This is an optimization exercise on Yosys and OpenROAD, whose aim is a short achievable clock period and few clock cycles per item, not a production implementation.
Power and IR drop assume default switching activity.

Design cpu, start of the top module:
module cpu(clk, rst, imem_addr, imem_rdata, dmem_addr, dmem_rdata, dmem_we, dmem_wdata);
Size in the first run: about 9,200 cells after synthesis, ~120 I/O pins, roughly 0.083 mm^2 of cells after synthesis.
==> flow/config.mk <==
export PLATFORM = sky130hd
export DESIGN_NAME = cpu
export DESIGN_NICKNAME = cpu
export VERILOG_FILES = /design/flow/design.v
export SDC_FILE = /design/flow/constraint.sdc
export NUM_CORES = 8
export LEC_CHECK = 0
export CAP_MARGIN = 20
export CORE_MARGIN = 2
export CORE_UTILIZATION = 55
export CTS_CLUSTER_DIAMETER = 120
export CTS_CLUSTER_SIZE = 25
export SETUP_SLACK_MARGIN = 5
export SLEW_MARGIN = 20
export SYNTH_HIERARCHICAL = 1
==> flow/constraint.sdc <==
create_clock -name core_clock -period 7.5 [get_ports {clk}]
set_input_delay 1.5000 -clock core_clock [delete_from_list [all_inputs] [get_ports {clk}]]
set_output_delay 1.5000 -clock core_clock [all_outputs]
set_load 0.01 [all_outputs]
standard.sh (not shown) runs the stock make flow with config.mk's settings and CLKGATE_MAP_FILE= SYNTH_SCRIPT=/design/flow/synth_recipe.tcl, a recipe that flattens the netlist after the stock synthesis.
==> flow/flow/run.sh <==
#!/bin/bash
# The standard layout (standard.sh) with these changes:
# - synthesis leaves Yosys's adders to ABC instead of mapping them to the
#   library's full/half-adder cells, and ABC maps for delay (structural choices, then its classic
#   mapper; flow/abc.script) instead of ORFS's speed script;
set -o pipefail
export ADDER_MAP_FILE=
export MY_ABC_SCRIPT=$PWD/flow/abc.script
# The standard flow's synthesis script with the ABC script replaced
{ head -n 1 synth_recipe.tcl
  cat <<'EOT'
proc abc {args} {
  set i [lsearch -exact $args -script]
  if {$i >= 0} { set args [lreplace $args $i [expr {$i + 1}] -script $::env(MY_ABC_SCRIPT)] }
  yosys abc {*}$args
}
EOT
  tail -n +2 synth_recipe.tcl; } > flow_synth.tcl
bash standard.sh SYNTH_SCRIPT=$PWD/flow_synth.tcl SETUP_SLACK_MARGIN=5 finish 2>&1 | tee standard.log
==> flow/flow/abc.script <==
strash
dch
map -D 300
buffer -c
topo
stime -c
upsize -c
dnsize -c
The first run went through all stages and came out clean.
Rerun with:
--- a/flow/config.mk
+++ b/flow/config.mk
@@ -8,5 +8,5 @@
 export CAP_MARGIN = 20
 export CORE_MARGIN = 2
-export CORE_UTILIZATION = 55
+export CORE_UTILIZATION = 50
 export CTS_CLUSTER_DIAMETER = 120
 export CTS_CLUSTER_SIZE = 25
- The new run completed with no timing, DRC or antenna violations
- wire length grows by 2.5%
- register-to-register slack degrades by 100 ps
- cell count grows by 1.8%
- via count shrinks by 0.84%
- hold slack barely changes
- core utilization shrinks by 5.7 points
- cell area grows by 0.44%
- worst setup slack degrades by 74 ps
- total power grows by 0.86%
- global-route usage shrinks by 2.2 points
- clock skew shrinks by 15 ps
No run of this note included a check of the RTL's function; only the layout flow was run.

* * *

Setup of job 4476:
The RTL this note starts from:
==> flow/design.v <==
module cpu(clk, rst, imem_addr, imem_rdata, dmem_addr, dmem_rdata, dmem_we, dmem_wdata);
  input clk;
  input rst;
  output [9:0] imem_addr;
  input [31:0] imem_rdata;
  output [9:0] dmem_addr;
  input [31:0] dmem_rdata;
  output dmem_we;
  output [31:0] dmem_wdata;
  reg [31:0] RF [1:31];
  reg [31:0] wRes, w2Res;      
  reg [4:0] wDest;             
  reg [31:0] rfData;           
  reg [9:0] PC;
  wire [31:0] fI = imem_rdata;
  wire fJ = fI[31:26] == 6'd2;
  wire fBr = fI[31:27] == 5'b00010;
  wire fPT = fBr & fI[15];
  wire [9:0] fPC1 = PC + 10'd1;
  wire [10:0] fBTx = {PC, 1'b1} + {fI[9:0], 1'b1};
  wire [9:0] fBT = fBTx[10:1];
  wire [9:0] fNext = fJ ? fI[9:0] : fPT ? fBT : fPC1;
  wire [9:0] fAlt = fPT ? fPC1 : fBT;
  wire [4:0] fRs = fI[25:21], fRt = fI[20:16];
  wire [31:0] fRsV = fRs == 5'd0 ? 32'd0 : RF[fRs];
  wire [31:0] fRtV = fRt == 5'd0 ? 32'd0 : RF[fRt];
  reg [31:0] dI, dA, dB;
  reg dV, dPT, dA2, dA3, dB2, dB3;
  reg [9:0] dAlt;
  wire [5:0] dOp = dI[31:26], dFn = dI[5:0];
  wire [4:0] dRs = dI[25:21], dRt = dI[20:16], dRd = dI[15:11];
  wire dR = dOp == 6'd0;
  wire dSLL = dR & dFn == 6'd0, dSRL = dR & dFn == 6'd2, dADD = dR & dFn == 6'd32,
       dSUB = dR & dFn == 6'd34, dAND = dR & dFn == 6'd36, dOR = dR & dFn == 6'd37,
       dNOR = dR & dFn == 6'd39;
  wire dADDI = dOp == 6'd8, dANDI = dOp == 6'd12, dORI = dOp == 6'd13,
       dLW = dOp == 6'd35, dSW = dOp == 6'd43, dBEQ = dOp == 6'd4, dBNE = dOp == 6'd5;
  wire dRW = dSLL | dSRL | dADD | dSUB | dAND | dOR | dNOR;
  wire dIW = dADDI | dANDI | dORI | dLW;
  wire [4:0] dDest = dRW ? dRd : dIW ? dRt : 5'd0;
  wire dImm = dADDI | dANDI | dORI;
  wire [31:0] dSimm = {{16{dI[15]}}, dI[15:0]};
  wire [31:0] dAv = dA2 ? wRes : dA3 ? w2Res : dA;
  wire [31:0] dBv = dB2 ? wRes : dB3 ? w2Res : dB;
  wire [9:0] dAddr = dAv[9:0] + dI[11:2];
  reg [4:0] eDest;
  reg eSW, eBeq, eBne, ePT, eK;
  wire [4:0] eDestV = eK ? 5'd0 : eDest;
  wire eSWV = eSW & ~eK;
  reg [9:0] eAlt, eAddr, mAddr;
  reg [31:0] eA, eB, eO2;
  reg eFA, eFB, eF2, eSub;
  reg [4:0] eSh;
  reg sAdd, sAnd, sOr, sNor, sSll, sSrl, sLw;
  reg sWe;
  reg [31:0] sData;
  wire dStall = dV & (((dLW | dSW) & eDestV != 5'd0 & eDestV == dRs) | (dLW & eSWV));
  wire [31:0] A = eFA ? wRes : eA;
  wire [31:0] B = eFB ? wRes : eB;
  wire [31:0] O2 = eF2 ? wRes ^ {32{eSub}} : eO2;
  wire [32:0] sumx = {A, 1'b1} + {O2, eSub};
  wire [31:0] sum = sumx[32:1];
  wire [31:0] res = ({32{sAdd}} & sum) | ({32{sAnd}} & (A & O2)) | ({32{sOr}} & (A | O2))
                  | ({32{sNor}} & ~(A | O2)) | ({32{sSll}} & (B << eSh))
                  | ({32{sSrl}} & (B >> eSh)) | ({32{sLw}} & dmem_rdata);
  wire eqAB = eA == eB, eqRB = wRes == eB, eqAR = eA == wRes;
  wire eEq = eFA ? (eFB | eqRB) : (eFB ? eqAR : eqAB);
  wire eMis = ~eK & ((eBeq & (eEq ^ ePT)) | (eBne & (eEq ~^ ePT)));
  assign imem_addr = PC;
  assign dmem_addr = mAddr;
  assign dmem_we = sWe;
  assign dmem_wdata = sData;
  wire dGo = dV & ~dStall;
  always @(posedge clk) begin
    if(rst) begin
      PC <= 10'd0;
      dV <= 1'b0;
      eDest <= 5'd0;
      eSW <= 1'b0;
      eBeq <= 1'b0;
      eBne <= 1'b0;
      eK <= 1'b0;
      wDest <= 5'd0;
      sWe <= 1'b0;
    end else begin
      if(eMis) begin
        PC <= eAlt;
        dV <= 1'b0;
      end else if(~dStall) begin
        PC <= fNext;
        dV <= 1'b1;
      end
      eDest <= dGo ? dDest : 5'd0;
      eSW <= dGo & dSW;
      eBeq <= dGo & dBEQ;
      eBne <= dGo & dBNE;
      eK <= eMis;
      wDest <= eDestV;
      sWe <= eSWV;
    end
    if(~dStall) begin
      dI <= fI;
      dPT <= fPT;
      dAlt <= fAlt;
      dA <= fRsV;
      dB <= fRtV;
      dA2 <= eDestV != 5'd0 & eDestV == fRs;
      dB2 <= eDestV != 5'd0 & eDestV == fRt;
      dA3 <= wDest != 5'd0 & wDest == fRs;
      dB3 <= wDest != 5'd0 & wDest == fRt;
    end else begin
      dA <= dAv;
      dB <= dBv;
      dA2 <= eDestV != 5'd0 & eDestV == dRs;
      dB2 <= eDestV != 5'd0 & eDestV == dRt;
      dA3 <= 1'b0;
      dB3 <= 1'b0;
    end
    ePT <= dPT;
    eAlt <= dAlt;
    eAddr <= dAddr;
    mAddr <= eSWV ? eAddr : dAddr;
    eA <= dAv;
    eB <= dBv;
    eO2 <= dImm ? dSimm : dSUB ? ~dBv : dBv;
    eFA <= eDestV != 5'd0 & eDestV == dRs;
    eFB <= eDestV != 5'd0 & eDestV == dRt;
    eF2 <= ~dImm & eDestV != 5'd0 & eDestV == dRt;
    eSub <= dSUB;
    eSh <= dI[10:6];
    sAdd <= dADD | dSUB | dADDI;
    sAnd <= dAND | dANDI;
    sOr <= dOR | dORI;
    sNor <= dNOR;
    sSll <= dSLL;
    sSrl <= dSRL;
    sLw <= dLW;
    sData <= B;
    wRes <= res;
    rfData <= eDestV != 5'd0 ? res : 32'd0;
    w2Res <= rfData;
    if(wDest != 5'd0) RF[wDest] <= rfData;
  end
endmodule
clock: 7.5 ns
lec_check: 0
abc_clock_period_in_ps: 1600
cap_margin: 20
core_margin: 2
core_utilization: 40
setup_slack_margin: 4.5
slew_margin: 20
run.sh (not shown) runs the stock make flow with config.mk's settings and CLKGATE_MAP_FILE= SYNTH_SCRIPT=/design/flow/synth_recipe.tcl, a recipe that flattens the netlist after the stock synthesis.
Stock flow here: none of the scripts above is used.
Input changes introduced in job 464 (baseline for comparison: job 4476):
# job 4476
export LEC_CHECK = 0
export ABC_CLOCK_PERIOD_IN_PS = 1600
export CAP_MARGIN = 20
export CORE_MARGIN = 2
export CORE_UTILIZATION = 40
export SETUP_SLACK_MARGIN = 4.5
export SLEW_MARGIN = 20
create_clock -name core_clock -period 7.5 [get_ports {clk}]
# job 464
export LEC_CHECK = 0
export ABC_CLOCK_PERIOD_IN_PS = 2800
export CAP_MARGIN = 20
export CORE_MARGIN = 2
export CORE_UTILIZATION = 55
export SETUP_SLACK_MARGIN = 4.7
export SLEW_MARGIN = 20
create_clock -name core_clock -period 7.5 [get_ports {clk}]
Notes after the runs:
The final layout from job 464, which completed every stage, passed the timing, design-rule and antenna checks at the end of the flow.
Job 464 vs. job 4476: largest net degree at the start of global routing went down by 5.1%, final cycle utilization of the critical path shows an increase of 0.99 points.
Max clock-cell share of area across job 4476 and job 464: job 464
Detailed placement HPWL ends up higher on job 464.
Comparing the two runs side by side, job 464 comes out behind job 4476 on cell area.
Job 4476 -> job 464: depth of the worst register-to-register path delta 0, exact match
Taking job 464 over job 4476, the number of ordinary and repair buffers in the finished layout ratio works out to 1.3.
Job 464 vs job 4476, final worst-path setup slack went down by 0.074 ns.
Between job 4476 and job 464, the difference in sequential cell area is negligible.
## Diff of input files: job 5823 against job 464
# job 464
export LEC_CHECK = 0
export ABC_CLOCK_PERIOD_IN_PS = 2800
export CAP_MARGIN = 20
export CORE_MARGIN = 2
export CORE_UTILIZATION = 55
export SETUP_SLACK_MARGIN = 4.7
export SLEW_MARGIN = 20
create_clock -name core_clock -period 7.5 [get_ports {clk}]
# job 5823
export LEC_CHECK = 0
export ABC_CLOCK_PERIOD_IN_PS = 800
export CAP_MARGIN = 20
export CORE_MARGIN = 2
export CORE_UTILIZATION = 40
export SETUP_SLACK_MARGIN = 4.5
export SLEW_MARGIN = 20
create_clock -name core_clock -period 7.5 [get_ports {clk}]
Notes after the runs:
Re pin count of the biggest net entering global routing: job 5823 is 4 up on job 464.
Across both runs, share of the clock period used by the worst path was lower for job 5823 than for job 464.
Upper clock frequency limit went up by a few percent going from job 464 to job 5823.
Between job 464 and job 5823, the difference in later-pin clock latency in the skew report is negligible.
#### Input delta (job 4901 over job 5823)
# job 5823
export LEC_CHECK = 0
export ABC_CLOCK_PERIOD_IN_PS = 800
export CAP_MARGIN = 20
export CORE_MARGIN = 2
export CORE_UTILIZATION = 40
export SETUP_SLACK_MARGIN = 4.5
export SLEW_MARGIN = 20
create_clock -name core_clock -period 7.5 [get_ports {clk}]
# job 4901
export LEC_CHECK = 0
export ABC_CLOCK_PERIOD_IN_PS = 3000
export CAP_MARGIN = 20
export CORE_MARGIN = 2
export CORE_UTILIZATION = 40
export SETUP_SLACK_MARGIN = 4.5
export SLEW_MARGIN = 20
create_clock -name core_clock -period 7.5 [get_ports {clk}]
==> summary.txt <==
From job 5823 to job 4901, share of the synthesized area in compound gates (AO/OA/AOI/OAI) did not move at all.
Non-clock buffer count: job 5823 vs job 4901 identical
From job 5823 to job 4901 the numbers moved as follows: number of combinational gates with multiple inputs comparable; power density over cell area comparable; worst path setup slack after routing comparable; total power draw comparable.
Job 5823 and job 4901 ended up with roughly the same wire length.
No run of this note included a check of the RTL's function; only the layout flow was run.

what the ideal ports hide:
Ports are ideal in the flow. The routed layouts listed here were re-timed in OpenROAD.
Step 1, drivers: a clkbuf_16 drives clk and a buf_2 each remaining input, both assumed.
Step 2 moves the port delays by t, midway between the first and last clock arrival at a register: inputs arrive t later, outputs are due t later. That takes back most of the time a late clock gives input paths.
Three values: no drivers, after step 1, after step 2; two values: the first two.
run	shift t [ns]	setup WS [ns]	worst setup path after step 2	slew at the worst register clock pin (ns)
the first run of note 1	0.837	4.753 / 4.664 / 3.902	input to register	0.11 / 0.11
the second run of note 1	0.835	4.679 / 4.675 / 3.955	input to register	0.12 / 0.12
job 4476	0.881	4.138 / 4.138 / 3.381	input to register	0.07 / 0.07
job 464	0.867	4.063 / 4.063 / 3.511	input to register	0.07 / 0.07
job 5823	0.881	4.138 / 4.138 / 3.381	input to register	0.07 / 0.07
job 4901	0.881	4.138 / 4.138 / 3.381	input to register	0.07 / 0.07
After both steps every run listed still meets setup and hold. For the first run of note 1, which loses most, drivers alone change the setup slack by -0.089 ns; drivers and shift together by -0.851 ns.
